Source: an optimization exercise on an open RTL-to-GDS flow (aim: small area and a short achievable clock period). Production flows keep margins and buffers that such runs may drop. Where RTL was checked, it was by simulation tests only, not by an equivalence proof against the original. No functional check of the RTL was part of runs 1 to 7. The clock input has no modelled driver; a real chip could not lean on it and would need a root buffer or a full tree. Power and IR drop assume default switching activity.

File: design/flow/flow/run.sh
#!/bin/bash
# Standard layout; the clock tree is built without dummy loads.
bash standard.sh CTS_ARGS="-sink_clustering_enable -repair_clock_nets -dont_use_dummy_load -sink_clustering_size 30 -sink_clustering_max_diameter 100" finish > standard.log 2>&1
File: design/flow/standard.sh
#!/bin/bash
# synth_recipe.tcl (not shown) runs the flow's synth.tcl, then flattens the netlist and writes it again
# the make line also repeats each setting of config.mk as NAME=value (left out here)
make -C /OpenROAD-flow-scripts/flow DESIGN_CONFIG=/design/flow/config.mk WORK_HOME=/design/flow/orfs CLKGATE_MAP_FILE= SYNTH_SCRIPT=/design/flow/synth_recipe.tcl "${@:-finish}"
File: design/flow/config.mk
export PLATFORM = sky130hd
export DESIGN_NAME = fifo_sync
export DESIGN_NICKNAME = fifo_sync
export VERILOG_FILES = /design/flow/design.v
export SDC_FILE = /design/flow/constraint.sdc
export NUM_CORES = 4
export LEC_CHECK = 0
export CAP_MARGIN = 20
export CORE_MARGIN = 2
export CORE_UTILIZATION = 60
export CTS_CLUSTER_DIAMETER = 60
export CTS_CLUSTER_SIZE = 30
export SETUP_SLACK_MARGIN = 3.0
export SLEW_MARGIN = 20
File: design/flow/constraint.sdc
create_clock -name core_clock -period 5.0 [get_ports {clk}]
set_input_delay 1.0000 -clock core_clock [delete_from_list [all_inputs] [get_ports {clk}]]
set_output_delay 1.0000 -clock core_clock [all_outputs]
set_load 0.01 [all_outputs]
File: design/flow/design.v
module fifo_sync #(
    parameter DATA_WIDTH = 8,
    parameter DEPTH = 32,
    localparam ADDR_WIDTH = $clog2(DEPTH)
)(
    input  wire                  clk,
    input  wire                  reset,
    input  wire                  write_en,
    input  wire                  read_en,
    input  wire [DATA_WIDTH-1:0] data_in,
    output wire [DATA_WIDTH-1:0] data_out,
    output wire                  empty,
    output wire                  full
);
    localparam W = DATA_WIDTH;
    localparam N = DEPTH - 1;
    reg  [W*N-1:0]        sh;
    reg  [ADDR_WIDTH-1:0] rd_sel;
    reg  [W-1:0]          data_out_reg;
    reg                   not_empty;
    reg                   full_reg;
    assign data_out = data_out_reg;
    assign empty    = ~not_empty;
    assign full     = full_reg;
    wire wr = write_en & ~full_reg;
    wire rd = read_en  & not_empty;
    wire [W*DEPTH-1:0] rd_arr;
    assign rd_arr[W* 0 +: W] = {W{1'b0}};            
    assign rd_arr[W* 1 +: W] = sh[W* 0 +: W];           
    assign rd_arr[W* 2 +: W] = sh[W*22 +: W];           
    assign rd_arr[W* 3 +: W] = sh[W* 1 +: W];           
    assign rd_arr[W* 4 +: W] = sh[W*28 +: W];           
    assign rd_arr[W* 5 +: W] = sh[W*23 +: W];           
    assign rd_arr[W* 6 +: W] = sh[W*13 +: W];           
    assign rd_arr[W* 7 +: W] = sh[W* 2 +: W];           
    assign rd_arr[W* 8 +: W] = sh[W*29 +: W];           
    assign rd_arr[W* 9 +: W] = sh[W*26 +: W];           
    assign rd_arr[W*10 +: W] = sh[W*24 +: W];           
    assign rd_arr[W*11 +: W] = sh[W*17 +: W];           
    assign rd_arr[W*12 +: W] = sh[W*19 +: W];           
    assign rd_arr[W*13 +: W] = sh[W*14 +: W];           
    assign rd_arr[W*14 +: W] = sh[W* 9 +: W];           
    assign rd_arr[W*15 +: W] = sh[W* 3 +: W];           
    assign rd_arr[W*16 +: W] = sh[W*30 +: W];           
    assign rd_arr[W*17 +: W] = sh[W*21 +: W];           
    assign rd_arr[W*18 +: W] = sh[W*27 +: W];           
    assign rd_arr[W*19 +: W] = sh[W*12 +: W];           
    assign rd_arr[W*20 +: W] = sh[W*25 +: W];           
    assign rd_arr[W*21 +: W] = sh[W*16 +: W];           
    assign rd_arr[W*22 +: W] = sh[W*18 +: W];           
    assign rd_arr[W*23 +: W] = sh[W* 8 +: W];           
    assign rd_arr[W*24 +: W] = sh[W*20 +: W];           
    assign rd_arr[W*25 +: W] = sh[W*11 +: W];           
    assign rd_arr[W*26 +: W] = sh[W*15 +: W];           
    assign rd_arr[W*27 +: W] = sh[W* 7 +: W];           
    assign rd_arr[W*28 +: W] = sh[W*10 +: W];           
    assign rd_arr[W*29 +: W] = sh[W* 6 +: W];           
    assign rd_arr[W*30 +: W] = sh[W* 5 +: W];           
    assign rd_arr[W*31 +: W] = sh[W* 4 +: W];           
    wire [W-1:0] rd_word = rd_arr[rd_sel*W +: W];
    wire [DEPTH-1:0] up_tab = 32'b01111111001100001000000011001111;
    wire [DEPTH-1:0] dn_tab = 32'b01101010101010100101101001010100;
    wire [ADDR_WIDTH-1:0] sel_up = {rd_sel[ADDR_WIDTH-2:0], up_tab[rd_sel]};
    wire [ADDR_WIDTH-1:0] sel_dn = {dn_tab[rd_sel], rd_sel[ADDR_WIDTH-1:1]};
    wire n_is_1  = (rd_sel == 5'd1);
    wire n_is_30 = (rd_sel == 5'd8);
    wire grow   = wr & ~rd;
    wire shrink = rd & ~wr;
    always @(posedge clk) begin
        if (wr)
            sh <= {sh[W*(N-1)-1:0], data_in};
    end
    always @(posedge clk or posedge reset) begin
        if (reset) begin
            rd_sel       <= {ADDR_WIDTH{1'b0}};
            data_out_reg <= {W{1'b0}};
            not_empty    <= 1'b0;
            full_reg     <= 1'b0;
        end else begin
            if (rd)
                data_out_reg <= rd_word;
            rd_sel    <= grow ? sel_up : shrink ? sel_dn : rd_sel;
            not_empty <= grow | (not_empty & ~(shrink & n_is_1));
            full_reg  <= (grow & n_is_30) | (full_reg & ~shrink);
        end
    end
endmodule
==> impl_metrics.tcl, run 1 <==
set metrics [dict create \
    synth_async_sr_flop_share 0.0570 \
    antenna_found_initial 0 \
    drv_cap 0 \
    slew_violations 0 \
    diodes 0 \
    die_w_um 135 \
    largest_register_ffs 248 \
    worst_clock_skew_ps 43.0 \
    avgSynthCellArea_sq_um 18.8 \
    drtIter0Drc 643 \
    required_ps 4000 \
    setup_ws_ps 2920 \
    status "no timing/DRC/antenna violations" \
    powerDensity_nw_per_um2 289 \
    track_usage 0.251 \
    drc 0 \
    min_from "sh[99]" \
    drive_above_1_share 0.257 \
    port_buffers 21 \
    cp_top_family "flip-flops" \
    numCtsBuffers 12 \
    place_ws_ps 1930 \
    p_leak_nw 3.73 \
    cts_tree "yes" \
    hpwl_mm 12.0 \
    die_h_um 135 \
    wl_per_cell_um 27.1 \
    synthCells 549 \
    holdWs_ps 422 \
    setup_violations 0 \
    synthesis.area_sq_um 10300 \
    grt_pass1_wl_mm 33.4 \
    cp_max_fo 2 \
    min_to "sh[107]" \
    initial_core_util 0.619 \
    cpPeakStageDelay_ps 420 \
    hold_viol_final 0 \
    worstHoldPathType "register to register" \
    wirelength_mm 22.5 \
    dp_cells 768 \
    vias 5376 \
    ys_ff_latch 263 \
    synth_edf_count 248 \
    first_pass_iters 5 \
    synth_top_area_share 0.721 \
    ys_seq_area_frac 0.757 \
    fin_crit_ps 2080 \
    r2r-end "data_out_reg[2]" \
    rsz0062_at_grt "yes" \
    endpoint_kind "output port" \
    crit-reg2reg-launch "rd_sel[0]" \
    power_mw 3.44 \
    grt_pass1_vias 5466 \
    cts-root-buf "clkbuf_16" \
    slew_headroom 0.555 \
    synth_area_leader_cell "edfxtp_1" \
    fin_crit_sh 0.416 \
    worstMarginPinSlew_ps 666 \
    cp.buffers_inverters 2 \
    die-area_sq_um 18300 \
    nFillCells 1060 \
    cts_sinks 263 \
    routed_via_density 6.46 \
    clkSlewWorstSetupHoldPaths_ps 110 \
    coreArea_sq_um 16700 \
    peakVddDrop_uv 238 \
    placed_area_sq_um 10800 \
    insertion_delay_ps 490 \
    htreeDepth 1 \
    yosysUniqueCellTypes 38 \
    stdcell_count 832 \
    ys_top_cells_by_count "248 x edfxtp_1, 42 x nand2_1, 40 x mux2i_1" \
    final.setup.tns_ps 0 \
    final_area_sq_um 11900 \
    fin_nets 632 \
    cp_cell_sequence "inv_2, buf_6" \
    r2r_slack_ps 2940 \
    synth_ff_type "edfxtp_1" \
    io-pin-count 22 \
    crit_path_start_kind "register" \
    synth_area_leaders "edfxtp_1 72%, mux4_2 7.0%, mux2i_1 3.9%" \
    antenna_left 0 \
    yosysWarnings 1 \
    num_rows 47 \
    whs_path_depth 0 \
    critPathSlowestCell "dfrtp_1" \
    crit_arrival_ps 1080 \
    grt_max_degree 65 \
    cts_buffer_depth 3 \
    synth.most_common_cell "edfxtp_1" \
    crit_type "register to output port" \
    rr_worst_depth 5 \
    gp_congestion 0.836 \
    post-route-util 0.713 \
    fmax_mhz 480 \
    overflow 0 \
    area_growth_syn_to_layout_pct 15.2 \
]
## layout make-up
cell class,instances,area [sq um],area share
multi-input cells,248,2480,0.208
flip-flops and latches,263,7830,0.658
clock buffers,12,300,0.0252
well taps,220,275,0.0231
inverters,9,51.3,0.00431
repair buffers,80,966,0.0811
## repair_timing
item                                   CTS  global route
gates resized for setup                 89            20
setup endpoints to repair              273            20
pin swaps                                6             7
hold buffers                             0             0
endpoints found under the hold margin    0             0
cloned                                   5             2
setup buffers                           33            12
## cells by family (layout without fill, tap and decap cells)
group / count (synthesis) / after routing / synth area share
fa+ha+maj: 6 / 6 / 0.00727
simple gates: 86 / 87 / 0.0366
buf+inv: 39 / 101 / 0.0196
compound gates: 67 / 67 / 0.0446
flops: 263 / 263 / 0.757
mux: 88 / 88 / 0.135
## metal layers
| layer | share of wire | track usage |
|---|---|---|
| met1 | 0.43 | 0.379 |
| met4 | 0.021 | 0.0625 |
| met3 | 0.065 | 0.0340 |
| met5 | 0 | 0 |
| met2 | 0.48 | 0.399 |
## worst register-to-register path, cell delays in order (launching register included)
cell and delay [ps]:
dfrtp_4 480, buf_12 130, mux4_1 560, mux2_2 300
a2111oi_2 380, a211oi_1 100
## power breakdown
group | internal, mW | total (mW) | switching [mW]
Clock | 0.436 | 1.05 | 0.618
Sequential | 2.37 | 2.37 | 0
Combinational | 0.00716 | 0.0125 | 0.00531
Total | 2.81 | 3.44 | 0.624
## cells in the final DEF, fill, tap and decap left out, types with 4 or more instances in the layout
| cell | Yosys | routed |
|---|---|---|
| a2111oi_2 | 0 | 7 |
| a21boi_0 | 4 | 4 |
| a21oi_1 | 5 | 5 |
| a221oi_1 | 7 | 5 |
| buf_12 | 0 | 9 |
| buf_2 | 6 | 7 |
| buf_4 | 7 | 36 |
| buf_6 | 3 | 5 |
| bufbuf_16 | 0 | 5 |
| clkbuf_16 | 0 | 13 |
| clkdlybuf4s50_1 | 0 | 9 |
| clkinvlp_4 | 0 | 4 |
| dfrtp_1 | 15 | 12 |
| edfxtp_1 | 248 | 248 |
| ha_1 | 6 | 4 |
| mux2_2 | 10 | 10 |
| mux2i_1 | 40 | 40 |
| mux4_1 | 6 | 5 |
| mux4_2 | 32 | 33 |
| nand2_1 | 42 | 39 |
| nand3_1 | 7 | 7 |
| nor2_1 | 15 | 14 |
| nor3_1 | 11 | 11 |
| o21ai_0 | 16 | 11 |
| o21ai_1 | 0 | 5 |
| o22ai_1 | 14 | 13 |
## how the worst max path moves through the flow
stage / startpoint / to / slack, ps / depth (start not counted)
global route: rd_sel[0] / data_out_reg[2] / 2870 / 5
detailed placement: read_en / data_out_reg[0] / 1930 / 6
finish: not_empty / empty / 2920 / 2
global placement: read_en / data_out_reg[0] / 2100 / 6
floorplan: write_en / rd_sel[4] / -720 / 7
CTS: not_empty / empty / 2900 / 2
==> inputs of run 2 (changes only) <==
--- a/design/flow/design.v
+++ b/design/flow/design.v
@@ -59,3 +59,6 @@
     assign rd_arr[W*31 +: W] = sh[W* 4 +: W];           
-    wire [W-1:0] rd_word = rd_arr[rd_sel*W +: W];
+    wire [DEPTH-1:0] rd_hot;
+    wire [W-1:0]     rd_word;
+    fifo_sync_dec #(.ADDR_WIDTH(ADDR_WIDTH)) u_dec (.sel(rd_sel), .hot(rd_hot));
+    fifo_sync_andor #(.W(W), .DEPTH(DEPTH)) u_andor (.hot(rd_hot), .words(rd_arr), .y(rd_word));
     wire [DEPTH-1:0] up_tab = 32'b01111111001100001000000011001111;
@@ -87 +90,24 @@
 endmodule
+module fifo_sync_dec #(
+    parameter ADDR_WIDTH = 5
+)(
+    input  wire [ADDR_WIDTH-1:0]    sel,
+    output wire [2**ADDR_WIDTH-1:0] hot
+);
+    assign hot = {{(2**ADDR_WIDTH-1){1'b0}}, 1'b1} << sel;
+endmodule
+module fifo_sync_andor #(
+    parameter W = 8,
+    parameter DEPTH = 32
+)(
+    input  wire [DEPTH-1:0]   hot,
+    input  wire [W*DEPTH-1:0] words,
+    output reg  [W-1:0]       y
+);
+    integer k;
+    always @* begin
+        y = {W{1'b0}};
+        for (k = 0; k < DEPTH; k = k + 1)
+            y = y | (words[W*k +: W] & {W{hot[k]}});
+    end
+endmodule
--- a/design/flow/config.mk
+++ b/design/flow/config.mk
@@ -10,3 +10,3 @@
 export CORE_UTILIZATION = 60
-export CTS_CLUSTER_DIAMETER = 60
+export CTS_CLUSTER_DIAMETER = 100
 export CTS_CLUSTER_SIZE = 30
@@ -14 +14,2 @@
 export SLEW_MARGIN = 20
+export SYNTH_HIERARCHICAL = 1
==> impl_metrics.tcl, run 2 <==
set metrics [dict create \
    p_leak_nw 3.54 \
    synth_area_leaders "edfxtp_1 75%, a22oi_1 9.7%, dfrtp_1 3.8%" \
    crit_arrival_ps 2720 \
    worst_clock_skew_ps 27.5 \
    cts_sinks 263 \
    cp_cell_sequence "buf_6, nand3b_1, buf_6, nor2_4, buf_4, a22oi_2, nand4_1, or4_4, mux2_1" \
    startpoint "rd_sel[1]" \
    slew_headroom 0.268 \
    die_h_um 132 \
    routed_via_density 7.03 \
    min_to "sh[221]" \
    met1_usage 0.422 \
    fin_nets 636 \
    antenna_found_initial 0 \
    use_met3 0.0636 \
    synth-simple-area-share 0.0576 \
    wirelength_mm 25.2 \
    synth_edf_count 248 \
    stdcell_count 832 \
    insertion_delay_ps 480 \
    dp_cells 787 \
    gr-max-usage-layer "met2" \
    io-pin-count 22 \
    drc 0 \
    ctsHoldBuffers 0 \
    crit_type "register to register" \
    yosysWarnings 8 \
    min_from "sh[213]" \
    synthCells 572 \
    drive_above_1_share 0.261 \
    setup_ws_ps 2650 \
    synth-compound-area-share 0.107 \
    place_ws_ps 1960 \
    largest_register_ffs 248 \
    track_usage 0.286 \
    slew_violations 0 \
    cts-root-buf "clkbuf_16" \
    fin_crit_ps 2350 \
    hpwl_mm 14.5 \
    r2r_slack_ps 2650 \
    fmax_mhz 426 \
    placed_area_sq_um 10300 \
    final_cell_mix "248 x edfxtp_1, 97 x a22oi_1, 33 x nand4_1" \
    cpPeakStageDelay_ps 450 \
    ys_top_cells_by_count "248 x edfxtp_1, 128 x a22oi_1, 34 x nor2_1" \
    hold_viol_final 0 \
    status "no timing/DRC/antenna violations" \
    p_clk_frac 0.308 \
    cts_tree "yes" \
    switching_share 0.184 \
    die-area_sq_um 17600 \
    gp_congestion 0.834 \
    grt_max_degree 104 \
    numCtsBuffers 12 \
    crit_path_start_kind "register" \
    r2r-end "data_out_reg[6]" \
    crit-reg2reg-launch "rd_sel[1]" \
    synth_async_sr_flop_share 0.0570 \
    powerDensity_nw_per_um2 305 \
    antenna_left 0 \
    synth_area_leader_cell "edfxtp_1" \
    met2_usage 0.431 \
    seq_power_share 0.685 \
    power_mw 3.46 \
    synth_top_family_by_area "compound AO/OA/AOI/OAI gates" \
    crit_top_cell "buf_6" \
    first_pass_iters 5 \
    overflow 0 \
    die_w_um 132 \
    clkSlewWorstSetupHoldPaths_ps 110 \
    fin_crit_sh 0.469 \
    initial_core_util 0.619 \
    worstHoldPathType "register to register" \
    port_buffers 21 \
    area_growth_syn_to_layout_pct 14.6 \
    synthesis.area_sq_um 9910 \
    grt_pass1_wl_mm 36.2 \
    final.setup.tns_ps 0 \
    rsz0062_at_grt "yes" \
    endpoint_kind "register" \
    diodes 0 \
    setup_violations 0 \
    num_rows 46 \
    wl_per_cell_um 30.2 \
    p_switching_mw 0.637 \
    worstMarginPinSlew_ps 1090 \
    grt_pass1_vias 5638 \
    required_ps 5380 \
    cts_buffer_depth 3 \
    rr_worst_depth 9 \
    final_common_cell "edfxtp_1" \
    avgSynthCellArea_sq_um 17.3 \
    whs_path_depth 0 \
    synth.most_common_cell "edfxtp_1" \
    yosysUniqueCellTypes 40 \
    htreeDepth 1 \
    critPathSlowestCell "or4_4" \
    synthAdderAreaFrac 0.00758 \
    ys_seq_area_frac 0.790 \
    drv_cap 0 \
    synth_mux_area_frac 0.0123 \
    peakVddDrop_uv 341 \
    final_area_sq_um 11300 \
    coreArea_sq_um 16000 \
    intPower_mw 2.82 \
    ys_ff_latch 263 \
    synth_ff_type "edfxtp_1" \
    comb_power_share 0.007 \
    synth-xor-area-share 0 \
    post-route-util 0.709 \
    synth_top_area_share 0.752 \
    vias 5850 \
    cp_max_fo 8 \
    drtIter0Drc 861 \
    holdWs_ps 441 \
]
[run 2: worst max-delay path: cells and delay by family (launching register included)]
kind	cells	cell delay, ps
and+or+nand+nor	4	940
buffers and inverters	3	460
DFF	1	440
muxes	1	290
AOI/OAI and AO/OA	1	100
[run 2: layout make-up]
cell class | count | area [sq um]
tap | 216 | 270
timing repair buffer | 64 | 606
multi-input combinational | 270 | 2310
sequential | 263 | 7830
clock buffer | 12 | 300
inverter | 7 | 30.0
fill | 1046 | 4650
[run 2: worst max-delay path by stage]
stage / end / slack [ps] / depth (start not counted)
2_1_floorplan: rd_sel[4] / -660 / 7
3_3_place_gp: rd_sel[0] / 2000 / 7
3_5_place_dp: rd_sel[0] / 1960 / 6
4_1_cts: data_out_reg[0] / 2740 / 7
5_1_grt: data_out_reg[6] / 2620 / 8
6_report: data_out_reg[6] / 2650 / 9
[run 2: power groups by stage]
stage / registers (mW) / logic [mW] / clock network (mW)
finish: 2.37 / 0.0239 / 1.06
global route: 2.37 / 0.0262 / 1.15
CTS: 2.37 / 0.0230 / 1.07
detailed placement: 2.42 / 0.0217 / 0
global placement: 2.42 / 0.0215 / 0
floorplan: 2.42 / 0.00863 / 0
[run 2: layer usage]
metal	vias to the layer above	wire length, um	share of wire
met1	2986	9710	0.39
met2	393	11700	0.47
met3	67	2820	0.11
li1	2404	-	-
met4	0	877	0.035
met5	-	0	0
[run 2: repair_timing]
item | CTS | global route
resized for setup | 119 | 47
endpoints found under the setup margin | 272 | 20
pin swaps | 8 | 24
buffers inserted | 26 | 6
cloned | 1 | 0
[run 2: logic make-up (layout without fill, tap and decap cells)]
kind of cell             after synthesis  after routing
AO/OA/AOI/OAI                        142            142
adder cells (fa/ha/maj)                6              6
buffers and inverters                 46             83
flip-flops                           263            263
multiplexers                          11             11
other                                  1              8
AND/OR/NAND/NOR                      103            103
==> inputs of run 3 (changes only) <==
==> design/flow/flow/run.sh (replaced) <==
#!/bin/bash
# Standard layout, with sizing free to change cell footprints; the clock tree is built without dummy loads.
bash standard.sh CTS_ARGS="-sink_clustering_enable -repair_clock_nets -dont_use_dummy_load -sink_clustering_size 30 -sink_clustering_max_diameter 100" MATCH_CELL_FOOTPRINT=0 finish > standard.log 2>&1
==> impl_metrics.tcl, run 3 <==
set metrics [dict create \
    drtIter0Drc 854 \
    die-area_sq_um 17600 \
    die_h_um 132 \
    crit_end "data_out_reg[0]" \
    drc 0 \
    numCtsBuffers 12 \
    cts-root-buf "clkbuf_16" \
    io-pin-count 22 \
    synth_ff_type "edfxtp_1" \
    final_area_sq_um 11200 \
    area_growth_syn_to_layout_pct 13.4 \
    synth_area_leader_cell "edfxtp_1" \
    critPathSlowestCell "nor2_2" \
    antenna_left 0 \
    synth_edf_count 248 \
    initial_core_util 0.619 \
    worst_clock_skew_ps 33.1 \
    endpoint_kind "register" \
    rsz0062_at_grt "yes" \
    ctsHoldBuffers 0 \
    worstMarginPinSlew_ps 1020 \
    num_rows 46 \
    port_buffers 21 \
    track_usage 0.285 \
    holdWs_ps 433 \
    clkSlewWorstSetupHoldPaths_ps 110 \
    intPower_mw 2.82 \
    ys_seq_area_frac 0.790 \
    synth.most_common_cell "edfxtp_1" \
    first_pass_iters 5 \
    routed_via_density 7.03 \
    diodes 0 \
    nFillCells 1061 \
    hold_viol_final 0 \
    avgSynthCellArea_sq_um 17.3 \
    drive_above_1_share 0.232 \
    slew_headroom 0.318 \
    peakVddDrop_uv 338 \
    htreeDepth 1 \
    grt_max_degree 104 \
    path_depth 6 \
    cp_max_fo 8 \
    startpoint "rd_sel[4]" \
    hpwl_mm 14.5 \
    vias 5818 \
    insertion_delay_ps 480 \
    rr_worst_depth 6 \
    placed_area_sq_um 10300 \
    synth_area_leaders "edfxtp_1 75%, a22oi_1 9.7%, dfrtp_1 3.8%" \
    r2r-end "data_out_reg[0]" \
    cp_top_family "simple AND/OR/NAND/NOR gates" \
    seq_power_share 0.686 \
    yosysWarnings 8 \
    yosysUniqueCellTypes 40 \
    wirelength_mm 24.9 \
    comb_power_share 0.007 \
    final_common_cell "edfxtp_1" \
    worstHoldPathType "register to register" \
    drv_cap 0 \
    crit-reg2reg-launch "rd_sel[4]" \
    required_ps 5400 \
    cts_sinks 263 \
    crit_type "register to register" \
    synthesis.area_sq_um 9910 \
    gp_congestion 0.834 \
    fin_crit_sh 0.467 \
    status "no timing/DRC/antenna violations" \
    cp_cell_sequence "or3_1, nor2_2, a22oi_1, nand4_1, or4_1, mux2_1" \
    cpPeakStageDelay_ps 610 \
    ys_ff_latch 263 \
    fin_crit_ps 2340 \
    switching_share 0.184 \
    p_switching_mw 0.635 \
    crit_path_start_kind "register" \
    fin_nets 632 \
    crit_arrival_ps 2730 \
    p_leak_nw 3.50 \
    fmax_mhz 428 \
    slew_violations 0 \
    grt_pass1_vias 5632 \
    synth_async_sr_flop_share 0.0570 \
    coreArea_sq_um 16000 \
    r2r_slack_ps 2660 \
    final.setup.tns_ps 0 \
    ys_top_cells_by_count "248 x edfxtp_1, 128 x a22oi_1, 34 x nor2_1" \
    setup_violations 0 \
    die_w_um 132 \
    cts_tree "yes" \
    cts_buffer_depth 3 \
    wl_per_cell_um 30.1 \
    powerDensity_nw_per_um2 308 \
    overflow 0 \
    grt_pass1_wl_mm 36.0 \
    largest_register_ffs 248 \
    final_cell_mix "248 x edfxtp_1, 107 x a22oi_1, 33 x nand4_1" \
    p_clk_frac 0.307 \
    antenna_found_initial 0 \
    synth_top_area_share 0.752 \
    synthCells 572 \
    cp.buffers_inverters 0 \
]
run 3: cell count changes in the layout (fill, tap and decap cells not counted), sizes merged:
cell	before	now
buf	53	41
clkbuf	12	20
clkdlybuf4s15	1	0
dlygate4sd2	1	0
dlymetal6s2s	0	2
run 3: worst min-delay path by stage:
stage	from	endpoint	slack (ps)	depth (start not counted)
2_1_floorplan	sh[5]	sh[13]	430	0
3_3_place_gp	sh[219]	sh[227]	430	0
3_5_place_dp	sh[160]	sh[168]	430	0
4_1_cts	sh[85]	sh[93]	440	0
5_1_grt	sh[85]	sh[93]	450	0
6_report	sh[85]	sh[93]	430	0
run 3: cell families after synthesis:
logic type,after synthesis,share of synthesized area
other cells,1,0.000379
fa+ha+maj,6,0.00758
mux,11,0.0123
compound gates,142,0.107
buf+inv,46,0.0253
flops,263,0.790
simple gates,103,0.0576
run 3: cell type report:
| type | instances | area, sq um | share of cell area |
|---|---|---|---|
| flip-flops and latches | 263 | 7830 | 0.697 |
| well taps | 216 | 270 | 0.0241 |
| repair buffers | 60 | 573 | 0.0510 |
| clock buffers | 12 | 300 | 0.0267 |
| inverters | 7 | 30.0 | 0.00267 |
| multi-input cells | 270 | 2230 | 0.198 |
run 3: power by group through the flow:
stage / registers [mW] / clock network [mW] / logic [mW]
after CTS: 2.37 / 1.07 / 0.0234
after global placement: 2.42 / 0 / 0.0215
after detailed placement: 2.42 / 0 / 0.0217
after floorplan: 2.42 / 0 / 0.00863
final: 2.37 / 1.06 / 0.0237
after global routing: 2.37 / 1.15 / 0.0260
run 3: through the flow:
step | worst slack (ps) | instances | total power, mW | util
global route | 2620 | 828 | 3.54 | 0.702
global placement | 2000 | 786 | 2.44 | 0.644
floorplan | -658 | 579 | 2.43 | -
detailed placement | 1960 | 787 | 2.44 | 0.645
CTS | 2740 | 825 | 3.47 | 0.693
finish | 2660 | 828 | 3.46 | 0.702
run 3: per-layer routing:
| metal | wire length, um | vias to the layer above | global-route usage | share of wire |
|---|---|---|---|---|
| li1 | - | 2395 | - | - |
| met1 | 9880 | 2984 | 0.419 | 0.40 |
| met2 | 11400 | 376 | 0.429 | 0.46 |
| met3 | 2750 | 63 | 0.0682 | 0.11 |
| met4 | 861 | 0 | 0.0914 | 0.035 |
| met5 | 0 | - | 0 | 0 |
run 3: worst register-to-register path: cells and delay by family, from the launching register on:
family | cells | cell delay, ps
AND/OR/NAND/NOR | 4 | 1430
flip-flops | 1 | 480
multiplexers | 1 | 120
AO/OA/AOI/OAI | 1 | 220
run 3: what timing repair did:
action	in CTS	in global routing
buffers inserted	25	3
gates resized for setup	99	29
gates cloned	1	0
pin swaps	8	5
setup endpoints to repair	272	18
==> inputs of run 4 (changes only) <==
==> design/flow/flow/run.sh (replaced) <==
#!/bin/bash
# Standard layout; the clock tree is built without dummy loads, and its
# middle level (buffers that drive only other clock buffers) is folded into
# the root buffer's net after CTS (flow/collapse.tcl, run as the POST_CTS hook).
bash standard.sh CTS_ARGS="-sink_clustering_enable -repair_clock_nets -dont_use_dummy_load -sink_clustering_size 30 -sink_clustering_max_diameter 100" POST_CTS_TCL="$PWD/flow/collapse.tcl" finish > standard.log 2>&1
==> design/flow/flow/collapse.tcl (new file) <==
# Collapse the clock tree's middle level: every clock buffer driven by the
# root buffer that itself drives only clock buffers is removed, and its
# loads are moved onto the root buffer's net.
proc clk_collapse_mid {} {
  set block [ord::get_db_block]
  set clkport [$block findBTerm clk]
  set cnet [$clkport getNet]
  set roots {}
  foreach it [$cnet getITerms] {
    if {[$it isInputSignal]} { lappend roots [$it getInst] }
  }
  set removed 0
  foreach root $roots {
    set rnet ""
    foreach it [$root getITerms] { if {[$it isOutputSignal]} { set rnet [$it getNet] } }
    if {$rnet eq ""} continue
    foreach it [$rnet getITerms] {
      if {![$it isInputSignal]} continue
      set mid [$it getInst]
      set mnet ""
      foreach jt [$mid getITerms] { if {[$jt isOutputSignal]} { set mnet [$jt getNet] } }
      if {$mnet eq ""} continue
      set loads {}
      set ok 1
      foreach lt [$mnet getITerms] {
        if {[$lt isInputSignal]} {
          lappend loads $lt
          if {![string match "*clkbuf*" [[[$lt getInst] getMaster] getName]]} { set ok 0 }
        }
      }
      if {!$ok || [llength $loads] == 0} continue
      foreach lt $loads { $lt disconnect; $lt connect $rnet }
      odb::dbInst_destroy $mid
      odb::dbNet_destroy $mnet
      incr removed
    }
  }
  puts "clk_collapse_mid: removed $removed middle clock buffers"
}

clk_collapse_mid
estimate_parasitics -placement
repair_timing_helper
detailed_placement
check_placement -verbose
==> impl_metrics.tcl, run 4 <==
set metrics [dict create \
    drv_cap 0 \
    yosysWarnings 8 \
    nFillCells 999 \
    worstMarginPinSlew_ps 1010 \
    holdWs_ps 436 \
    p_switching_mw 0.621 \
    num_rows 46 \
    die_h_um 132 \
    p_leak_nw 3.64 \
    intPower_mw 2.75 \
    largest_register_ffs 248 \
    place_ws_ps 1960 \
    coreArea_sq_um 16000 \
    gp_congestion 0.834 \
    drive_above_1_share 0.303 \
    area_growth_syn_to_layout_pct 17.5 \
    ys_top_cells_by_count "248 x edfxtp_1, 128 x a22oi_1, 34 x nor2_1" \
    worst_clock_skew_ps 27.6 \
    crit_type "register to register" \
    cts_sinks 263 \
    first_pass_iters 5 \
    fin_nets 653 \
    synth_async_sr_flop_share 0.0570 \
    drtIter0Drc 899 \
    yosysUniqueCellTypes 40 \
    fin_crit_ps 2370 \
    final_cell_mix "248 x edfxtp_1, 89 x a22oi_1, 41 x buf_4" \
    worstHoldPathType "register to register" \
    status "no timing/DRC/antenna violations" \
    avgSynthCellArea_sq_um 17.3 \
    dp_cells 787 \
    rsz0062_at_grt "yes" \
    p_clk_frac 0.289 \
    drc 0 \
    switching_share 0.184 \
    hpwl_mm 14.5 \
    initial_core_util 0.619 \
    cp_top_family "simple AND/OR/NAND/NOR gates" \
    synthesis.area_sq_um 9910 \
    die_w_um 132 \
    regArea_sq_um 7830 \
    multi_input_area_sq_um 2410 \
    antenna_left 0 \
    insertion_delay_ps 420 \
    setup_ws_ps 2630 \
    synth_top_area_share 0.752 \
    min_from "sh[85]" \
    routed_via_density 7.02 \
    startpoint "rd_sel[3]" \
    stdcell_count 849 \
    wirelength_mm 26.3 \
    crit_arrival_ps 2650 \
    final_common_cell "edfxtp_1" \
    endpoint_kind "register" \
    crit-reg2reg-launch "rd_sel[3]" \
    clkSlewWorstSetupHoldPaths_ps 110 \
    synthCells 572 \
    slew_headroom 0.324 \
    fin_crit_sh 0.473 \
    ys_seq_area_frac 0.790 \
    wl_per_cell_um 31.0 \
    setup_violations 0 \
    required_ps 5280 \
    fmax_mhz 423 \
    overflow 0 \
    cp_cell_sequence "buf_6, nand2b_4, buf_12, nor2_4, a22oi_1, nand4_1, or4_1, mux2_4" \
    die-area_sq_um 17600 \
    synth_area_leaders "edfxtp_1 75%, a22oi_1 9.7%, dfrtp_1 3.8%" \
    grt_pass1_vias 5741 \
    diodes 0 \
    slew_violations 0 \
    grt_pass1_wl_mm 37.3 \
    crit_path_start_kind "register" \
    synth_area_leader_cell "edfxtp_1" \
    synth_ff_type "edfxtp_1" \
    vias 5959 \
    powerDensity_nw_per_um2 290 \
    track_usage 0.304 \
    cpPeakStageDelay_ps 540 \
    cp_max_fo 8 \
    io-pin-count 22 \
    hold_viol_final 0 \
    grt_max_degree 103 \
    cp.buffers_inverters 2 \
    ys_ff_latch 263 \
    critPathSlowestCell "or4_1" \
    seq_power_share 0.704 \
    antenna_found_initial 0 \
    peakVddDrop_uv 337 \
    synth_edf_count 248 \
    comb_power_share 0.007 \
    synth.most_common_cell "edfxtp_1" \
    port_buffers 21 \
]
## run 4: metal layers
metal | global-route usage | up-vias | wire length [um]
met1 | 0.442 | 3064 | 10000
met2 | 0.444 | 390 | 12200
li1 | - | 2438 | -
met4 | 0.125 | 0 | 945
met3 | 0.0812 | 67 | 3160
met5 | 0 | - | 0
## run 4: cell families after synthesis
| logic type | count (synthesis) | synth area share |
|---|---|---|
| other | 1 | 0.000379 |
| AO/OA/AOI/OAI | 142 | 0.107 |
| buffers and inverters | 46 | 0.0253 |
| multiplexers | 11 | 0.0123 |
| adder cells (fa/ha/maj) | 6 | 0.00758 |
| AND/OR/NAND/NOR | 103 | 0.0576 |
| flip-flops | 263 | 0.790 |
## run 4: worst paths after layout
kind | slack, ps | cells after the start | endpoint
worst min register to register | 440 | 0 | sh[93]
max in group asynchronous | 3490 | 2 | rd_sel[2]
worst max register to register | 2630 | 8 | data_out_reg[0]
min in group asynchronous | 1000 | 2 | not_empty
worst max-delay path | 2630 | 8 | data_out_reg[0]
worst min-delay path | 440 | 0 | sh[93]
## run 4: power groups by stage
stage	logic [mW]	registers, mW	clock network [mW]
3_3_place_gp	0.0215	2.42	0
2_1_floorplan	0.00863	2.42	0
6_report	0.0244	2.37	0.975
5_1_grt	0.0265	2.37	1.06
3_5_place_dp	0.0217	2.42	0
## run 4: layout make-up
| type | instances | area share |
|---|---|---|
| clock buffer | 10 | 0.0215 |
| tap | 216 | 0.0232 |
| multi-input combinational | 270 | 0.208 |
| inverter | 7 | 0.00258 |
| sequential | 263 | 0.673 |
| timing repair buffer | 83 | 0.0723 |
## run 4: stage by stage
step / setup TNS [ps] / utilization / total power, mW / instance area [sq um]
floorplan: -40810 / - / 2.43 / 9970
global placement: 0 / 0.644 / 2.44 / 10300
detailed placement: 0 / 0.645 / 2.44 / 10300
global route: 0 / 0.727 / 3.46 / 11600
finish: 0 / 0.727 / 3.37 / 11600
==> inputs of run 5 (changes only) <==
--- a/design/flow/design.v
+++ b/design/flow/design.v
@@ -59,6 +59,3 @@
     assign rd_arr[W*31 +: W] = sh[W* 4 +: W];           
-    wire [DEPTH-1:0] rd_hot;
-    wire [W-1:0]     rd_word;
-    fifo_sync_dec #(.ADDR_WIDTH(ADDR_WIDTH)) u_dec (.sel(rd_sel), .hot(rd_hot));
-    fifo_sync_andor #(.W(W), .DEPTH(DEPTH)) u_andor (.hot(rd_hot), .words(rd_arr), .y(rd_word));
+    wire [W-1:0] rd_word = rd_arr[rd_sel*W +: W];
     wire [DEPTH-1:0] up_tab = 32'b01111111001100001000000011001111;
@@ -90,24 +87 @@
 endmodule
-module fifo_sync_dec #(
-    parameter ADDR_WIDTH = 5
-)(
-    input  wire [ADDR_WIDTH-1:0]    sel,
-    output wire [2**ADDR_WIDTH-1:0] hot
-);
-    assign hot = {{(2**ADDR_WIDTH-1){1'b0}}, 1'b1} << sel;
-endmodule
-module fifo_sync_andor #(
-    parameter W = 8,
-    parameter DEPTH = 32
-)(
-    input  wire [DEPTH-1:0]   hot,
-    input  wire [W*DEPTH-1:0] words,
-    output reg  [W-1:0]       y
-);
-    integer k;
-    always @* begin
-        y = {W{1'b0}};
-        for (k = 0; k < DEPTH; k = k + 1)
-            y = y | (words[W*k +: W] & {W{hot[k]}});
-    end
-endmodule
--- a/design/flow/config.mk
+++ b/design/flow/config.mk
@@ -10,3 +10,3 @@
 export CORE_UTILIZATION = 60
-export CTS_CLUSTER_DIAMETER = 100
+export CTS_CLUSTER_DIAMETER = 60
 export CTS_CLUSTER_SIZE = 30
@@ -14,2 +14 @@
 export SLEW_MARGIN = 20
-export SYNTH_HIERARCHICAL = 1
==> impl_metrics.tcl, run 5 <==
set metrics [dict create \
    synth_async_sr_flop_share 0.0570 \
    required_ps 5350 \
    p_clk_frac 0.289 \
    synth_edf_count 248 \
    rr_worst_depth 6 \
    final_common_cell "edfxtp_1" \
    drc 0 \
    fin_crit_sh 0.412 \
    wirelength_mm 23.3 \
    ys_seq_area_frac 0.757 \
    fin_nets 642 \
    place_ws_ps 1930 \
    slew_violations 0 \
    grt_pass1_wl_mm 33.7 \
    overflow 0 \
    ys_top_cells_by_count "248 x edfxtp_1, 42 x nand2_1, 40 x mux2i_1" \
    antenna_found_initial 0 \
    cts_sinks 263 \
    p_leak_nw 3.80 \
    crit_arrival_ps 2410 \
    largest_register_ffs 248 \
    ys_ff_latch 263 \
    gp_congestion 0.836 \
    avgSynthCellArea_sq_um 18.8 \
    rsz0062_at_grt "yes" \
    wl_met1_mm 10.1 \
    crit_type "register to register" \
    switching_share 0.183 \
    worst_clock_skew_ps 27.1 \
    comb_power_share 0.004 \
    io-pin-count 22 \
    area_growth_syn_to_layout_pct 17.1 \
    power_mw 3.35 \
    crit_path_start_kind "register" \
    die_w_um 135 \
    min_to "sh[190]" \
    yosysWarnings 1 \
    setup_violations 0 \
    synth_top_area_share 0.721 \
    worstHoldPathType "register to register" \
    synthCells 549 \
    wl_met2_mm 11.3 \
    grt_max_degree 65 \
    routed_via_density 6.59 \
    wl_met3_mm 1.37 \
    stdcell_count 842 \
    drive_above_1_share 0.296 \
    drtIter0Drc 742 \
    r2r-end "data_out_reg[6]" \
    min_from "sh[182]" \
    port_buffers 21 \
    final_area_sq_um 12100 \
    coreArea_sq_um 16700 \
    synth_area_leaders "edfxtp_1 72%, mux4_2 7.0%, mux2i_1 3.9%" \
    topRoutingLayerUsed "met4" \
    grt_pass1_vias 5447 \
    status "no timing/DRC/antenna violations" \
    post-route-util 0.724 \
    first_pass_iters 5 \
    whs_path_depth 0 \
    powerDensity_nw_per_um2 277 \
    placed_area_sq_um 10800 \
    endpoint_kind "register" \
    setup_ws_ps 2940 \
    diodes 0 \
    num_rows 47 \
    insertion_delay_ps 430 \
    final_cell_mix "248 x edfxtp_1, 43 x buf_4, 39 x mux2i_1" \
    clkSlewWorstSetupHoldPaths_ps 110 \
    r2r_slack_ps 2940 \
    fin_crit_ps 2060 \
    synthesis.area_sq_um 10300 \
    track_usage 0.261 \
    die_h_um 135 \
    synth_area_leader_cell "edfxtp_1" \
    cp_max_fo 12 \
    hold_viol_final 0 \
    p_switching_mw 0.613 \
    drv_cap 0 \
    worstMarginPinSlew_ps 690 \
    initial_core_util 0.619 \
    seq_power_share 0.707 \
    crit-reg2reg-launch "rd_sel[1]" \
    synth.most_common_cell "edfxtp_1" \
    antenna_left 0 \
    peakVddDrop_uv 238 \
    die-area_sq_um 18300 \
    hpwl_mm 12.0 \
    wl_per_cell_um 27.7 \
    multi_input_area_sq_um 2580 \
    fmax_mhz 486 \
    vias 5550 \
    regArea_sq_um 7830 \
    nFillCells 1035 \
    slew_headroom 0.540 \
    yosysUniqueCellTypes 38 \
    synth_ff_type "edfxtp_1" \
    intPower_mw 2.74 \
    dp_cells 768 \
]
[run 5: cell count changes after synthesis, sizes merged, moves of 7 or more]
| cell | previous run | this run |
|---|---|---|
| mux2i | 2 | 40 |
| buf | 27 | 18 |
| nor3 | 1 | 11 |
| o21ai | 5 | 16 |
| or4 | 8 | 0 |
| o22ai | 0 | 14 |
| nand2 | 9 | 42 |
| nand4 | 33 | 0 |
| nor2 | 34 | 15 |
| a221oi | 0 | 7 |
| mux4 | 0 | 38 |
| a22oi | 129 | 2 |
| a2111oi | 0 | 9 |
[run 5: area by class of cell]
type | count | share of cell area
clock buffers | 10 | 0.0207
flip-flops and latches | 263 | 0.648
multi-input cells | 248 | 0.214
inverters | 9 | 0.00424
well taps | 220 | 0.0228
repair buffers | 92 | 0.0909
[run 5: power groups by stage]
| stage | clock (mW) | sequential [mW] | combinational, mW |
|---|---|---|---|
| after global routing | 1.06 | 2.37 | 0.0133 |
| after floorplan | 0 | 2.42 | 0.00194 |
| after global placement | 0 | 2.42 | 0.0127 |
| final | 0.970 | 2.37 | 0.0124 |
| after detailed placement | 0 | 2.42 | 0.0129 |
[run 5: worst max path at each step]
stage               from              end  slack [ps]  depth (start not counted)
2_1_floorplan   write_en        rd_sel[4]        -720                          7
3_3_place_gp     read_en  data_out_reg[0]        2100                          6
3_5_place_dp     read_en  data_out_reg[0]        1930                          6
5_1_grt        rd_sel[1]  data_out_reg[6]        2940                          6
6_report       rd_sel[1]  data_out_reg[6]        2940                          6
[run 5: through the flow]
stage / setup TNS [ps] / hold WS, ps
after floorplan: -40970 / 417
after global placement: 0 / 425
after detailed placement: 0 / 428
after global routing: 0 / 450
final: 0 / 431
[run 5: logic make-up after synthesis]
| logic type | synth area share |
|---|---|
| buffers and inverters | 0.0196 |
| adder cells (fa/ha/maj) | 0.00727 |
| AO/OA/AOI/OAI | 0.0446 |
| flip-flops | 0.757 |
| multiplexers | 0.135 |
| AND/OR/NAND/NOR | 0.0366 |
[run 5: worst max-delay path: stages, from the launching register on]
cell and delay [ps]:
dfrtp_4 620, buf_12 170, buf_16 150, or3b_4 450
o22ai_1 350, a2111oi_4 70, nor3_2 180
[run 5: layer usage]
layer | vias up | global-route usage
li1 | 2347 | -
met5 | - | 0
met4 | 0 | 0.0984
met1 | 2913 | 0.385
met2 | 253 | 0.402
met3 | 37 | 0.0445
==> inputs of run 6 (changes only) <==
--- a/design/flow/design.v
+++ b/design/flow/design.v
@@ -59,3 +59,6 @@
     assign rd_arr[W*31 +: W] = sh[W* 4 +: W];           
-    wire [W-1:0] rd_word = rd_arr[rd_sel*W +: W];
+    wire [DEPTH-1:0] rd_hot;
+    wire [W-1:0]     rd_word;
+    fifo_sync_dec #(.ADDR_WIDTH(ADDR_WIDTH)) u_dec (.sel(rd_sel), .hot(rd_hot));
+    fifo_sync_andor #(.W(W), .DEPTH(DEPTH)) u_andor (.hot(rd_hot), .words(rd_arr), .y(rd_word));
     wire [DEPTH-1:0] up_tab = 32'b01111111001100001000000011001111;
@@ -87 +90,24 @@
 endmodule
+module fifo_sync_dec #(
+    parameter ADDR_WIDTH = 5
+)(
+    input  wire [ADDR_WIDTH-1:0]    sel,
+    output wire [2**ADDR_WIDTH-1:0] hot
+);
+    assign hot = {{(2**ADDR_WIDTH-1){1'b0}}, 1'b1} << sel;
+endmodule
+module fifo_sync_andor #(
+    parameter W = 8,
+    parameter DEPTH = 32
+)(
+    input  wire [DEPTH-1:0]   hot,
+    input  wire [W*DEPTH-1:0] words,
+    output reg  [W-1:0]       y
+);
+    integer k;
+    always @* begin
+        y = {W{1'b0}};
+        for (k = 0; k < DEPTH; k = k + 1)
+            y = y | (words[W*k +: W] & {W{hot[k]}});
+    end
+endmodule
==> design/flow/flow/run.sh (replaced) <==
#!/bin/bash
# Standard layout, with sizing free to change cell footprints; the clock tree is built without dummy loads, and its
# middle level (buffers that drive only other clock buffers) is folded into
# the root buffer's net after CTS (flow/collapse.tcl, run as the POST_CTS hook).
bash standard.sh CTS_ARGS="-sink_clustering_enable -repair_clock_nets -dont_use_dummy_load -sink_clustering_size 30 -sink_clustering_max_diameter 100" POST_CTS_TCL="$PWD/flow/collapse.tcl" MATCH_CELL_FOOTPRINT=0 finish > standard.log 2>&1
--- a/design/flow/config.mk
+++ b/design/flow/config.mk
@@ -10,3 +10,3 @@
 export CORE_UTILIZATION = 60
-export CTS_CLUSTER_DIAMETER = 60
+export CTS_CLUSTER_DIAMETER = 100
 export CTS_CLUSTER_SIZE = 30
@@ -14 +14,2 @@
 export SLEW_MARGIN = 20
+export SYNTH_HIERARCHICAL = 1
==> impl_metrics.tcl, run 6 <==
set metrics [dict create \
    status "no timing/DRC/antenna violations" \
    diodes 0 \
    wl_per_cell_um 30.5 \
    worstHoldPathType "register to register" \
    worst_clock_skew_ps 30.9 \
    fmax_mhz 428 \
    yosysUniqueCellTypes 40 \
    die_w_um 132 \
    power_mw 3.37 \
    post-route-util 0.715 \
    synth.most_common_cell "edfxtp_1" \
    cp_cell_sequence "nand3b_1, buf_4, nor2_4, buf_6, a22oi_2, nand4_1, or4_4, mux2_4" \
    rsz0062_at_grt "yes" \
    clkSlewWorstSetupHoldPaths_ps 110 \
    cp.buffers_inverters 2 \
    drc 0 \
    place_ws_ps 1960 \
    worstMarginPinSlew_ps 1010 \
    slew_violations 0 \
    grt_pass1_vias 5722 \
    cp_max_fo 6 \
    final_area_sq_um 11400 \
    avgSynthCellArea_sq_um 17.3 \
    grt_pass1_wl_mm 36.9 \
    ys_top_cells_by_count "248 x edfxtp_1, 128 x a22oi_1, 34 x nor2_1" \
    cp_top_family "simple AND/OR/NAND/NOR gates" \
    die_h_um 132 \
    synth_async_sr_flop_share 0.0570 \
    largest_register_ffs 248 \
    routed_via_density 7.07 \
    num_rows 46 \
    placed_area_sq_um 10300 \
    drtIter0Drc 926 \
    coreArea_sq_um 16000 \
    final_common_cell "edfxtp_1" \
    endpoint_kind "register" \
    gp_congestion 0.834 \
    fin_crit_ps 2340 \
    required_ps 5280 \
    final_cell_mix "248 x edfxtp_1, 92 x a22oi_1, 37 x a22oi_2" \
    holdWs_ps 432 \
    p_leak_nw 3.58 \
    ys_seq_area_frac 0.790 \
    antenna_found_initial 0 \
    ys_ff_latch 263 \
    peakVddDrop_uv 338 \
    cts_sinks 263 \
    yosysWarnings 8 \
    track_usage 0.299 \
    synth_area_leaders "edfxtp_1 75%, a22oi_1 9.7%, dfrtp_1 3.8%" \
    crit_type "register to register" \
    port_buffers 21 \
    hpwl_mm 14.5 \
    crit_arrival_ps 2610 \
    synth_area_leader_cell "edfxtp_1" \
    overflow 0 \
    drive_above_1_share 0.281 \
    hold_viol_final 0 \
    wirelength_mm 25.6 \
    first_pass_iters 5 \
    critPathSlowestCell "or4_4" \
    slew_headroom 0.326 \
    io-pin-count 22 \
    synth_ff_type "edfxtp_1" \
    cpPeakStageDelay_ps 560 \
    antenna_left 0 \
    crit_path_start_kind "register" \
    synth_top_area_share 0.752 \
    die-area_sq_um 17600 \
    r2r_slack_ps 2660 \
    setup_violations 0 \
    synthCells 572 \
    nFillCells 1037 \
    synth_edf_count 248 \
    grt_max_degree 104 \
    initial_core_util 0.619 \
    vias 5928 \
    area_growth_syn_to_layout_pct 15.4 \
    powerDensity_nw_per_um2 295 \
    fin_nets 642 \
    insertion_delay_ps 420 \
    fin_crit_sh 0.467 \
    drv_cap 0 \
    setup_ws_ps 2660 \
    synthesis.area_sq_um 9910 \
]
run 6: changes by cell type after synthesis, moves of 9 or more:
cell     delta
nor3_1     -10
mux2i_1    -38
nor2_1     +19
nand2_1    -34
o21ai_0    -16
o22ai_1    -14
a22oi_1   +126
mux2_2      -9
mux4_2     -32
nand4_1    +33
run 6: final cells by class:
type	count	area [sq um]	share of cell area
tap	216	270	0.0236
sequential	263	7830	0.685
multi-input combinational	270	2380	0.208
timing repair buffer	72	677	0.0592
inverter	7	30.0	0.00263
clock buffer	10	250	0.0219
run 6: worst register-to-register path, stage by stage (launching register included):
cell and delay [ps]:
dfrtp_2 480, nand3b_1 160, buf_4 180, nor2_4 70, buf_6 160, a22oi_2 180
nand4_1 120, or4_4 560, mux2_4 280
run 6: cell families (layout without fill, tap and decap cells):
| family | count (synthesis) | after routing | synth area share |
|---|---|---|---|
| AO/OA/AOI/OAI | 142 | 142 | 0.107 |
| AND/OR/NAND/NOR | 103 | 103 | 0.0576 |
| other | 1 | 8 | 0.000379 |
| multiplexers | 11 | 11 | 0.0123 |
| buffers and inverters | 46 | 89 | 0.0253 |
| flip-flops | 263 | 263 | 0.790 |
| adder cells (fa/ha/maj) | 6 | 6 | 0.00758 |
run 6: where the power goes:
group	leakage, nW	total [mW]	internal (mW)	switching [mW]
clock	0.123	0.974	0.364	0.610
combinational	1.03	0.0242	0.0141	0.0101
sequential	2.42	2.37	2.37	0
total	3.58	3.37	2.75	0.620
run 6: final timing paths:
kind                                start              end  depth (start not counted)
max in group asynchronous           reset        rd_sel[0]                          2
worst max-delay path            rd_sel[1]  data_out_reg[5]                          8
worst min-delay path               sh[85]           sh[93]                          0
worst min register to register     sh[85]           sh[93]                          0
worst max register to register  rd_sel[1]  data_out_reg[5]                          8
min in group asynchronous           reset        not_empty                          2
run 6: metal layers:
layer  vias to the layer above  wire length (um)  track usage
met5                         -                 0            0
met4                         0               798        0.109
met3                        66              2880       0.0762
met2                       397             12000        0.446
met1                      3046              9940        0.437
li1                       2419                 -            -
run 6: stage by stage:
step,instances,setup TNS [ps]
finish,838,0
floorplan,579,-40810
detailed placement,787,0
global placement,786,0
global route,838,0
==> inputs of run 7 (changes only) <==
==> design/flow/design.v (replaced) <==
module fifo_sync #(
    parameter DATA_WIDTH = 8,
    parameter DEPTH = 32,
    localparam ADDR_WIDTH = $clog2(DEPTH)
)(
    input  wire                  clk,
    input  wire                  reset,
    input  wire                  write_en,
    input  wire                  read_en,
    input  wire [DATA_WIDTH-1:0] data_in,
    output wire [DATA_WIDTH-1:0] data_out,
    output wire                  empty,
    output wire                  full
);
    localparam W  = DATA_WIDTH;
    localparam N  = DEPTH - 1;
    localparam LO = 8;
    localparam HI = DEPTH / LO;
    reg  [W*N-1:0]  sh;
    reg  [LO-1:0]   cnt_lo;
    reg  [HI-1:0]   cnt_hi;
    reg  [W-1:0]    data_out_reg;
    reg             not_empty;
    reg             full_reg;
    assign data_out = data_out_reg;
    assign empty    = ~not_empty;
    assign full     = full_reg;
    wire wr = write_en & ~full_reg;
    wire rd = read_en  & not_empty;
    wire [N-1:0] rd_hot;
    genvar k;
    generate
        for (k = 1; k < DEPTH; k = k + 1) begin : g_hot
            assign rd_hot[k-1] = cnt_hi[k / LO] & cnt_lo[k % LO];
        end
    endgenerate
    wire [W-1:0] rd_word;
    fifo_sync_andor #(.W(W), .N(N)) u_andor (.hot(rd_hot), .words(sh), .y(rd_word));
    wire n_is_1  = cnt_hi[0] & cnt_lo[1];
    wire n_is_30 = cnt_hi[30 / LO] & cnt_lo[30 % LO];
    wire grow   = wr & ~rd;
    wire shrink = rd & ~wr;
    wire [LO-1:0] lo_up = {cnt_lo[LO-2:0], cnt_lo[LO-1]};
    wire [LO-1:0] lo_dn = {cnt_lo[0], cnt_lo[LO-1:1]};
    wire [HI-1:0] hi_up = cnt_lo[LO-1] ? {cnt_hi[HI-2:0], cnt_hi[HI-1]} : cnt_hi;
    wire [HI-1:0] hi_dn = cnt_lo[0]    ? {cnt_hi[0], cnt_hi[HI-1:1]}    : cnt_hi;
    always @(posedge clk) begin
        if (wr)
            sh <= {sh[W*(N-1)-1:0], data_in};
    end
    always @(posedge clk or posedge reset) begin
        if (reset) begin
            cnt_lo       <= {{(LO-1){1'b0}}, 1'b1};
            cnt_hi       <= {{(HI-1){1'b0}}, 1'b1};
            data_out_reg <= {W{1'b0}};
            not_empty    <= 1'b0;
            full_reg     <= 1'b0;
        end else begin
            if (rd)
                data_out_reg <= rd_word;
            cnt_lo    <= grow ? lo_up : shrink ? lo_dn : cnt_lo;
            cnt_hi    <= grow ? hi_up : shrink ? hi_dn : cnt_hi;
            not_empty <= grow | (not_empty & ~(shrink & n_is_1));
            full_reg  <= (grow & n_is_30) | (full_reg & ~shrink);
        end
    end
endmodule
module fifo_sync_andor #(
    parameter W = 8,
    parameter N = 31
)(
    input  wire [N-1:0]   hot,
    input  wire [W*N-1:0] words,
    output reg  [W-1:0]   y
);
    integer i;
    always @* begin
        y = {W{1'b0}};
        for (i = 0; i < N; i = i + 1)
            y = y | (words[W*i +: W] & {W{hot[i]}});
    end
endmodule
==> design/flow/flow/run.sh (replaced) <==
#!/bin/bash
# Standard layout, with the clock tree built without dummy loads.
bash standard.sh CTS_ARGS="-sink_clustering_enable -repair_clock_nets -dont_use_dummy_load -sink_clustering_size 30 -sink_clustering_max_diameter 100" MATCH_CELL_FOOTPRINT=0 finish > standard.log 2>&1
removed: design/flow/flow/collapse.tcl
==> impl_metrics.tcl, run 7 <==
set metrics [dict create \
    status "no timing/DRC/antenna violations" \
    clkSlewWorstSetupHoldPaths_ps 120 \
    fmax_mhz 470 \
    drc 0 \
    grt_pass1_vias 5585 \
    synth.most_common_cell "edfxtp_1" \
    routed_via_density 6.96 \
    use_met3 0.0833 \
    cts_buffer_depth 3 \
    fin_crit_sh 0.426 \
    synth_ff_type "edfxtp_1" \
    synthCells 552 \
    insertion_delay_ps 480 \
    yosysWarnings 8 \
    peakVddDrop_uv 307 \
    ys_top_cells_by_count "248 x edfxtp_1, 96 x a22oi_1, 31 x and2_1" \
    ctsHoldBuffers 0 \
    synth_edf_count 248 \
    grt_max_degree 31 \
    avgSynthCellArea_sq_um 18.2 \
    worst_clock_skew_ps 29.9 \
    cts_tree "yes" \
    hpwl_mm 13.6 \
    slew_violations 0 \
    required_ps 5370 \
    num_rows 47 \
    synth_async_sr_flop_share 0.0815 \
    vias 5643 \
    htreeDepth 1 \
    synth_top_area_share 0.743 \
    met2_usage 0.424 \
    fin_crit_ps 2130 \
    holdWs_ps 440 \
    drv_cap 0 \
    met1_usage 0.414 \
    min_from "sh[55]" \
    coreArea_sq_um 16500 \
    antenna_found_initial 0 \
    synth-compound-area-share 0.104 \
    die_h_um 133 \
    rr_worst_depth 7 \
    endpoint_kind "register" \
    r2r-end "data_out_reg[0]" \
    dp_cells 759 \
    synth_top_family_by_area "compound AO/OA/AOI/OAI gates" \
    min_to "sh[63]" \
    crit-reg2reg-launch "cnt_lo[2]" \
    area_growth_syn_to_layout_pct 12.9 \
    track_usage 0.289 \
    rsz0062_at_grt "yes" \
    io-pin-count 22 \
    final_cell_mix "248 x edfxtp_1, 93 x a22oi_1, 23 x and2_4" \
    stdcell_count 811 \
    synth_area_leaders "edfxtp_1 74%, a22oi_1 7.2%, dfrtp_1 5.0%" \
    whs_path_depth 0 \
    worstMarginPinSlew_ps 431 \
    first_pass_iters 6 \
    setup_violations 0 \
    die_w_um 133 \
    worstHoldPathType "register to register" \
    ys_ff_latch 270 \
    crit_type "register to register" \
    post-route-util 0.688 \
    numCtsBuffers 12 \
    initial_core_util 0.609 \
    wl_per_cell_um 31.6 \
    hold_viol_final 0 \
    slew_headroom 0.713 \
    wirelength_mm 25.6 \
    crit_arrival_ps 2500 \
    ys_seq_area_frac 0.798 \
    cts_sinks 270 \
    gr-max-usage-layer "met2" \
    r2r_slack_ps 2870 \
    crit_path_start_kind "register" \
    antenna_left 0 \
    yosysUniqueCellTypes 25 \
    synth-simple-area-share 0.0483 \
    port_buffers 21 \
    gp_congestion 0.804 \
    p_leak_nw 3.96 \
    cp_max_fo 7 \
    drive_above_1_share 0.240 \
    cts-root-buf "clkbuf_16" \
    synthesis.area_sq_um 10000 \
    fin_nets 608 \
    die-area_sq_um 17800 \
    drtIter0Drc 868 \
    largest_register_ffs 248 \
    synth_area_leader_cell "edfxtp_1" \
    synthAdderAreaFrac 0.00374 \
    synth-xor-area-share 0 \
    synth_mux_area_frac 0.0269 \
    powerDensity_nw_per_um2 340 \
    grt_pass1_wl_mm 35.9 \
    final_common_cell "edfxtp_1" \
    overflow 0 \
    diodes 0 \
]
run 7: cell types whose count changed in the layout (fill, tap and decap cells not counted), sizes merged, moves of 9 or more:
cell / change
a22o: +9
a22oi: -33
and2: +31
buf: -14
nand3: +15
nand4: -17
nor2: -33
run 7: cell type report:
cell class,instances,area (sq um)
clock buffer,12,300
inverter,5,22.5
sequential,270,8010
multi-input combinational,241,1990
tap,220,275
fill,1102,5140
timing repair buffer,63,726
run 7: cell families after synthesis:
kind of cell	count (synthesis)
AO/OA/AOI/OAI	130
adder cells (fa/ha/maj)	3
buffers and inverters	41
flip-flops	270
multiplexers	25
AND/OR/NAND/NOR	83
run 7: repair_timing:
action	4_1_cts	5_1_grt
pin swaps	8	11
resized for setup	100	17
cloned	12	0
setup buffers	12	15
setup endpoints to repair	280	18
run 7: worst max path at each step:
stage,from,cells past startpoint,endpoint,slack (ps)
6_report,cnt_lo[2],7,data_out_reg[0],2870
5_1_grt,cnt_lo[2],7,data_out_reg[0],2820
4_1_cts,cnt_lo[2],6,data_out_reg[4],2890
3_5_place_dp,write_en,5,sh[113],1510
3_3_place_gp,write_en,5,sh[137],1580
2_1_floorplan,write_en,7,cnt_hi[1],-1060
run 7: layer usage:
layer  share of wire  vias to the layer above
li1                -                     2328
met1            0.40                     2876
met2            0.44                      369
met3            0.12                       70
met4           0.041                        0
met5               0                        -
run 7: power breakdown:
group | leakage (nW) | switching [mW] | total [mW] | internal (mW)
clock network | 0.148 | 0.632 | 1.07 | 0.437
registers | 2.71 | 0.0717 | 2.67 | 2.60
logic | 1.10 | 0.0656 | 0.110 | 0.0448
total | 3.96 | 0.770 | 3.85 | 3.08
run 7: metrics by stage:
stage / worst slack (ps) / power [mW] / cell area, sq um / TNS [ps]
2_1_floorplan: -1060 / 2.74 / 10000 / -55120
3_3_place_gp: 1580 / 2.78 / 10400 / 0
3_5_place_dp: 1510 / 2.79 / 10400 / 0
4_1_cts: 2890 / 3.86 / 11100 / 0
5_1_grt: 2820 / 3.95 / 11300 / 0
6_report: 2870 / 3.85 / 11300 / 0
run 7: worst max-delay path, cell delays in order, from the launching register on:
cell      delay, ps
dfrtp_2         460
and2_4          230
buf_12          140
a22o_1          210
a221oi_2        180
nand3_1         120
or4_4           430
mux2_2          270
==> inputs of run 8 (changes only) <==
--- a/design/flow/design.v
+++ b/design/flow/design.v
@@ -36,4 +36,5 @@
     endgenerate
-    wire [W-1:0] rd_word;
-    fifo_sync_andor #(.W(W), .N(N)) u_andor (.hot(rd_hot), .words(sh), .y(rd_word));
+    wire [W-1:0] data_out_next;
+    fifo_sync_rdmux #(.W(W), .N(N)) u_rdmux (.hot(rd_hot), .words(sh), .rd(rd),
+                                             .q(data_out_reg), .d(data_out_next));
     wire n_is_1  = cnt_hi[0] & cnt_lo[1];
@@ -58,4 +59,3 @@
         end else begin
-            if (rd)
-                data_out_reg <= rd_word;
+            data_out_reg <= data_out_next;
             cnt_lo    <= grow ? lo_up : shrink ? lo_dn : cnt_lo;
@@ -67,3 +67,3 @@
 endmodule
-module fifo_sync_andor #(
+module fifo_sync_rdmux #(
     parameter W = 8,
@@ -73,4 +73,7 @@
     input  wire [W*N-1:0] words,
-    output reg  [W-1:0]   y
+    input  wire           rd,
+    input  wire [W-1:0]   q,
+    output wire [W-1:0]   d
 );
+    reg [W-1:0] y;
     integer i;
@@ -81,2 +84,3 @@
     end
+    assign d = rd ? y : q;
 endmodule
==> impl_metrics.tcl, run 8 <==
set metrics [dict create \
    synthCells 547 \
    rsz0062_at_grt "yes" \
    synth-compound-area-share 0.118 \
    cts_buffer_depth 3 \
    worstHoldPathType "register to register" \
    synth_edf_count 248 \
    critPathSlowestCell "dfrtp_1" \
    antenna_found_initial 0 \
    port_buffers 21 \
    insertion_delay_ps 480 \
    cts_tree "yes" \
    crit_path_start_kind "register" \
    synth_async_sr_flop_share 0.0815 \
    grt_pass1_vias 5486 \
    drtIter0Drc 735 \
    num_rows 47 \
    worst_clock_skew_ps 21.7 \
    wl_met2_mm 12.1 \
    initial_core_util 0.611 \
    largest_register_ffs 248 \
    die_w_um 133 \
    antenna_left 0 \
    ys_top_cells_by_count "248 x edfxtp_1, 49 x a22o_1, 43 x a221oi_1" \
    cts-root-buf "clkbuf_16" \
    hpwl_mm 13.7 \
    wl_met1_mm 10.3 \
    peakVddDrop_uv 301 \
    holdWs_ps 455 \
    synth-simple-area-share 0.0412 \
    fmax_mhz 488 \
    coreArea_sq_um 16500 \
    placed_area_sq_um 10400 \
    whs_path_depth 0 \
    first_pass_iters 5 \
    cp_top_family "flip-flops" \
    powerDensity_nw_per_um2 351 \
    ys_ff_latch 270 \
    wl_per_cell_um 32.1 \
    clkSlewWorstSetupHoldPaths_ps 120 \
    slew_headroom 0.445 \
    slew_violations 0 \
    status "no timing/DRC/antenna violations" \
    synthAdderAreaFrac 0.00373 \
    overflow 0 \
    ctsHoldBuffers 0 \
    track_usage 0.286 \
    synth_top_area_share 0.740 \
    hold_viol_final 0 \
    vias 5578 \
    synth_ff_type "edfxtp_1" \
    synth_area_leader_cell "edfxtp_1" \
    final_common_cell "edfxtp_1" \
    drive_above_1_share 0.167 \
    gp_congestion 0.817 \
    io-pin-count 22 \
    cpPeakStageDelay_ps 430 \
    worstMarginPinSlew_ps 833 \
    synth_mux_area_frac 0.0179 \
    yosysUniqueCellTypes 26 \
    grt_max_degree 56 \
    required_ps 4000 \
    wl_met3_mm 2.41 \
    drc 0 \
    synth.most_common_cell "edfxtp_1" \
    crit_type "register to output port" \
    setup_ws_ps 2950 \
    fin_crit_sh 0.410 \
    setup_violations 0 \
    p_leak_nw 3.75 \
    fin_crit_ps 2050 \
    numCtsBuffers 12 \
    crit_arrival_ps 1050 \
    synth_area_leaders "edfxtp_1 74%, dfrtp_1 5.0%, a22o_1 4.3%" \
    synthesis.area_sq_um 10100 \
    rr_worst_depth 5 \
    die-area_sq_um 17800 \
    drv_cap 0 \
    routed_via_density 7.08 \
    die_h_um 133 \
    yosysWarnings 8 \
    cp_max_fo 2 \
    final_area_sq_um 11000 \
    area_growth_syn_to_layout_pct 9.29 \
    cp_cell_sequence "clkbuf_2" \
    ys_seq_area_frac 0.795 \
    wirelength_mm 25.3 \
    synth-xor-area-share 0 \
    fin_nets 585 \
    htreeDepth 1 \
    grt_pass1_wl_mm 35.9 \
    place_ws_ps 1440 \
    cts_sinks 270 \
    topRoutingLayerUsed "met4" \
    path_depth 1 \
    cp.buffers_inverters 1 \
    diodes 0 \
    endpoint_kind "output port" \
    avgSynthCellArea_sq_um 18.4 \
    final_cell_mix "248 x edfxtp_1, 49 x a22o_1, 43 x a221oi_1" \
    synth_top_family_by_area "compound AO/OA/AOI/OAI gates" \
]
-- run 8: worst paths after layout --
kind                            startpoint         endpoint  slack [ps]
max                        data_out_reg[6]      data_out[6]        2950
min in group asynchronous            reset  data_out_reg[4]         890
min reg2reg                        sh[173]          sh[181]         450
max reg2reg                      cnt_lo[3]  data_out_reg[6]        2970
min                                sh[173]          sh[181]         450
max in group asynchronous            reset        cnt_lo[0]        3780
-- run 8: per-layer routing --
metal	track usage	up-vias
li1	-	2287
met1	0.411	2915
met2	0.455	334
met3	0.0616	42
met4	0.0768	0
met5	0	-
-- run 8: timing repair --
action,in CTS,in global routing
pin swaps,3,0
resized for setup,54,25
endpoints found under the setup margin,280,34
setup buffers,17,3
cloned,4,0
-- run 8: final cells by class --
type / instances / area (sq um)
Fill cell: 1122 / 5470
Clock buffer: 12 / 300
Sequential cell: 270 / 8000
Timing Repair Buffer: 47 / 458
Timing Repair inverter: 1 / 7.51
Inverter: 5 / 22.5
Multi-Input combinational cell: 233 / 1930
Tap cell: 220 / 275
-- run 8: cells by family (layout without fill, tap and decap cells) --
logic type / Yosys count / count (layout)
adder cells (fa/ha/maj): 3 / 3
AO/OA/AOI/OAI: 138 / 138
AND/OR/NAND/NOR: 75 / 75
flip-flops: 270 / 270
multiplexers: 17 / 17
buffers and inverters: 44 / 65
-- run 8: per-stage QoR --
step / cells / TNS [ps] / power [mW] / util
after detailed placement: 752 / 0 / 2.82 / 0.630
final: 788 / 0 / 3.86 / 0.668
after global placement: 752 / 0 / 2.81 / 0.630
after floorplan: 547 / -55100 / 2.76 / -
after CTS: 785 / 0 / 3.87 / 0.664
after global routing: 788 / 0 / 3.97 / 0.668
-- run 8: power by group --
group          switching (mW)  internal, mW  total [mW]
clock network           0.630         0.437        1.07
registers              0.0738          2.61        2.68
logic                  0.0719        0.0445       0.116

[port drivers added, routing unchanged]
How much do the figures lean on ideal ports? The routed layouts below were timed once more, with nothing changed but the port constraints.
Step 1 sets driving cells, clkbuf_16 on the clock port and buf_2 on the other inputs (assumed; they add their load-dependent delay and slew).
Step 2 times the ports against the registers' clock, not the clock port: input delays grow and output delays shrink by t, the midpoint of the rising clock arrivals with the driver on.
Three values: ideal ports, drivers, drivers and shift; two values: the first two.
run | shift t [ns] | setup slack, ns | worst hold slack (ns)
run 1 | 0.514 | 2.918 / 2.873 / 2.493 | 0.422 / 0.422 / 0.422
run 2 | 0.512 | 2.655 / 2.655 / 2.570 | 0.441 / 0.441 / 0.441
run 3 | 0.513 | 2.663 / 2.663 / 2.614 | 0.433 / 0.433 / 0.433
run 4 | 0.450 | 2.634 / 2.634 / 2.631 | 0.436 / 0.436 / 0.436
run 5 | 0.460 | 2.940 / 2.929 / 2.596 | 0.431 / 0.431 / 0.431
run 6 | 0.446 | 2.665 / 2.665 / 2.616 | 0.432 / 0.432 / 0.432
run 7 | 0.508 | 2.872 / 2.872 / 2.646 | 0.440 / 0.440 / 0.440
run 8 | 0.511 | 2.952 / 2.910 / 2.593 | 0.455 / 0.455 / 0.455
After both steps every run listed still meets setup and hold. The setup slack of run 1, which loses most, moves by -0.045 ns with the drivers and by -0.425 ns with both steps.
